What follows belongs to an exercise in optimizing a design on an open flow for small area and a short achievable clock period; a production flow would make more cautious choices.
In this exercise RTL edits were held to simulation tests only and were not proved equivalent to the original.

run A:
==> flow/design.v (excerpt) <==
module adaptive_filter(
    input wire clk,
    input wire rst_n,
    input wire [31:0] input_signal,
    input wire [31:0] desired_signal,
    output wire [31:0] filtered_signal
);
export LEC_CHECK = 0
export CAP_MARGIN = 20
export CORE_MARGIN = 2
export CORE_UTILIZATION = 55
export SETUP_SLACK_MARGIN = 3.5
export SLEW_MARGIN = 20
create_clock -name core_clock -period 7.5 [get_ports {clk}]
standard.sh (not shown) runs the stock make flow with config.mk's settings and CLKGATE_MAP_FILE= SYNTH_SCRIPT=/design/flow/synth_recipe.tcl, a recipe that flattens the netlist after the stock synthesis.
==> flow/flow/run.sh <==
#!/bin/bash
# Own layout flow: the standard flow (standard.sh, standard synthesis)
# unchanged, except that each input and output port gets a plain
# sky130_fd_sc_hd__buf_2 as its port buffer (the standard flow picks
# clkdlybuf4s50_1, a slower and larger delay cell). Every port is still
# buffered; the resizer may resize these buffers like any other.
set -euo pipefail
cd "$(dirname "$0")/.."
sed 's#^make \(.*\) "\${@:-finish}"$#make \1 "BUFFER_PORTS_ARGS=-buffer_cell sky130_fd_sc_hd__buf_2" "${@:-finish}"#' \
  standard.sh > own_standard.sh
grep -c BUFFER_PORTS_ARGS own_standard.sh > own_standard.check.log
bash own_standard.sh finish > own_flow.log 2>&1
[inputs] run B vs run A
==> flow/run.sh (new file) <==
#!/bin/bash
# synth_recipe.tcl (not shown) runs the flow's synth.tcl, then flattens the netlist and writes it again
# the make line also repeats each setting of config.mk as NAME=value (left out here)
make -C /OpenROAD-flow-scripts/flow DESIGN_CONFIG=/design/flow/config.mk WORK_HOME=/design/flow/orfs CLKGATE_MAP_FILE= SYNTH_SCRIPT=/design/flow/synth_recipe.tcl finish
--- a/flow/config.mk
+++ b/flow/config.mk
@@ -8,5 +8,5 @@
 export CAP_MARGIN = 20
 export CORE_MARGIN = 2
-export CORE_UTILIZATION = 55
+export CORE_UTILIZATION = 40
 export SETUP_SLACK_MARGIN = 3.5
 export SLEW_MARGIN = 20
removed: flow/flow/run.sh
removed: flow/standard.sh
==> comparison <==
Between run B and run A, it is run B whose share of the clock period used by the worst path is lower, by 0.40 points. Non-clock buffer count shrinks by a few percent when moving from run A to run B.
Here is what was changed in the inputs of run C compared with run B.
==> flow/flow/run.sh (new file) <==
#!/bin/bash
# Own layout flow: the standard flow (standard.sh) with three changes:
# 1. The synthesis skips the generic 'abc -fast' pass that Yosys's synth runs
#    before ORFS extracts full/half adders, so the adder trees written in the
#    RTL reach extract_fa as written; ABC still maps all remaining logic at
#    the end, as in the standard flow. Registers and their names are the
#    standard synthesis's.
# 2. Each input and output port gets a plain sky130_fd_sc_hd__buf_2 as its
#    port buffer (the standard flow picks clkdlybuf4s50_1, a slower and
#    larger delay cell). Every port is still buffered.
# 3. Clock tree synthesis runs with ORFS's usual arguments plus
#    -dont_use_dummy_load (no extra load cells hung on the clock tree).
set -euo pipefail
cd "$(dirname "$0")/.."
sed '1s/.*/proc synth {args} { if {[lsearch -exact $args fine:] >= 0} { yosys synth -nofsm -noshare -noabc {*}$args } else { yosys synth -nofsm -noshare {*}$args } }/' \
  synth_recipe.tcl > own_synth.tcl
sed -e 's#synth_recipe\.tcl#own_synth.tcl#g' \
    -e 's#^make \(.*\) "\${@:-finish}"$#make \1 "BUFFER_PORTS_ARGS=-buffer_cell sky130_fd_sc_hd__buf_2" "CTS_ARGS=-sink_clustering_enable -repair_clock_nets -dont_use_dummy_load" "${@:-finish}"#' \
  standard.sh > own_standard.sh
bash own_standard.sh finish > own_flow.log 2>&1
==> flow/standard.sh (new file) <==
#!/bin/bash
# synth_recipe.tcl (not shown) runs the flow's synth.tcl, then flattens the netlist and writes it again
# the make line also repeats each setting of config.mk as NAME=value (left out here)
make -C /OpenROAD-flow-scripts/flow DESIGN_CONFIG=/design/flow/config.mk WORK_HOME=/design/flow/orfs CLKGATE_MAP_FILE= SYNTH_SCRIPT=/design/flow/synth_recipe.tcl "${@:-finish}"
--- a/flow/config.mk
+++ b/flow/config.mk
@@ -8,5 +8,5 @@
 export CAP_MARGIN = 20
 export CORE_MARGIN = 2
-export CORE_UTILIZATION = 40
+export CORE_UTILIZATION = 60
 export SETUP_SLACK_MARGIN = 3.5
 export SLEW_MARGIN = 20
removed: flow/run.sh
--- outcome ---
From run B to run C the numbers moved as follows: layout overhead on the synthesized area decreased 5.1 points, synthesized-area fraction occupied by and/or/nand/nor cells now smaller, first-pass GRT wire length saw a decrease, portion of the post-synthesis area used by sequential elements has increased.
Re total number of vias: run C is 539 down on run B.
Hold slack: run B vs run C — no meaningful difference
--- input diff run C..run D ---
--- a/flow/config.mk
+++ b/flow/config.mk
@@ -8,5 +8,5 @@
 export CAP_MARGIN = 20
 export CORE_MARGIN = 2
-export CORE_UTILIZATION = 60
+export CORE_UTILIZATION = 55
 export SETUP_SLACK_MARGIN = 3.5
 export SLEW_MARGIN = 20
Findings:
Going from run C to run D, the delay of the slowest critical-path stage was found to have gone down by 0.05 ns. Run D against run C: sequential fraction of total cell area essentially unchanged, count of hold buffers inserted by post-cts repair essentially unchanged, transition time at the pin with the least slew margin decreased 0.041 ns.
For run E, these inputs were changed with respect to run D:
==> flow/run.sh (new file) <==
#!/bin/bash
# synth_recipe.tcl (not shown) runs the flow's synth.tcl, then flattens the netlist and writes it again
# the make line also repeats each setting of config.mk as NAME=value (left out here)
make -C /OpenROAD-flow-scripts/flow DESIGN_CONFIG=/design/flow/config.mk WORK_HOME=/design/flow/orfs CLKGATE_MAP_FILE= SYNTH_SCRIPT=/design/flow/synth_recipe.tcl finish
removed: flow/flow/run.sh
removed: flow/standard.sh
--- outcome ---
Area share of xor/xnor cells in the synthesized design in run E vs run D: down 0.27 points
Diff run D -> run E | well-tap cell count | increase of about 10%
[run E vs run D] count of cell types in the netlist: lower in run E
As of run E, die area had risen by a few percent compared to run D.

-- port drivers added, routing unchanged --
The results above use ideal ports. As a check the final layouts listed here were re-extracted and re-timed, cells and wires unchanged. Step 1, drivers: a clkbuf_16 drives clk and a buf_2 each remaining input, both assumed. Step 2 times the ports against the registers' clock, not the clock port: input delays grow and output delays shrink by t, the midpoint of the rising clock arrivals with the driver on. Three values: ideal ports, drivers, drivers and shift; two values: the first two.
run	t, ns	setup slack, ns	worst register clock-pin slew, ns
run A	0.599	3.558 / 3.558 / 3.558	0.07 / 0.07
run B	0.633	3.588 / 3.588 / 3.163	0.07 / 0.07
run C	0.591	3.488 / 3.488 / 3.488	0.06 / 0.06
run D	0.593	3.563 / 3.563 / 3.563	0.06 / 0.06
run E	0.610	3.575 / 3.575 / 3.338	0.07 / 0.07
After both steps setup and hold are still met in every run listed. For run B, which loses most, drivers alone change the setup slack by 0.000 ns; drivers and shift together by -0.425 ns.
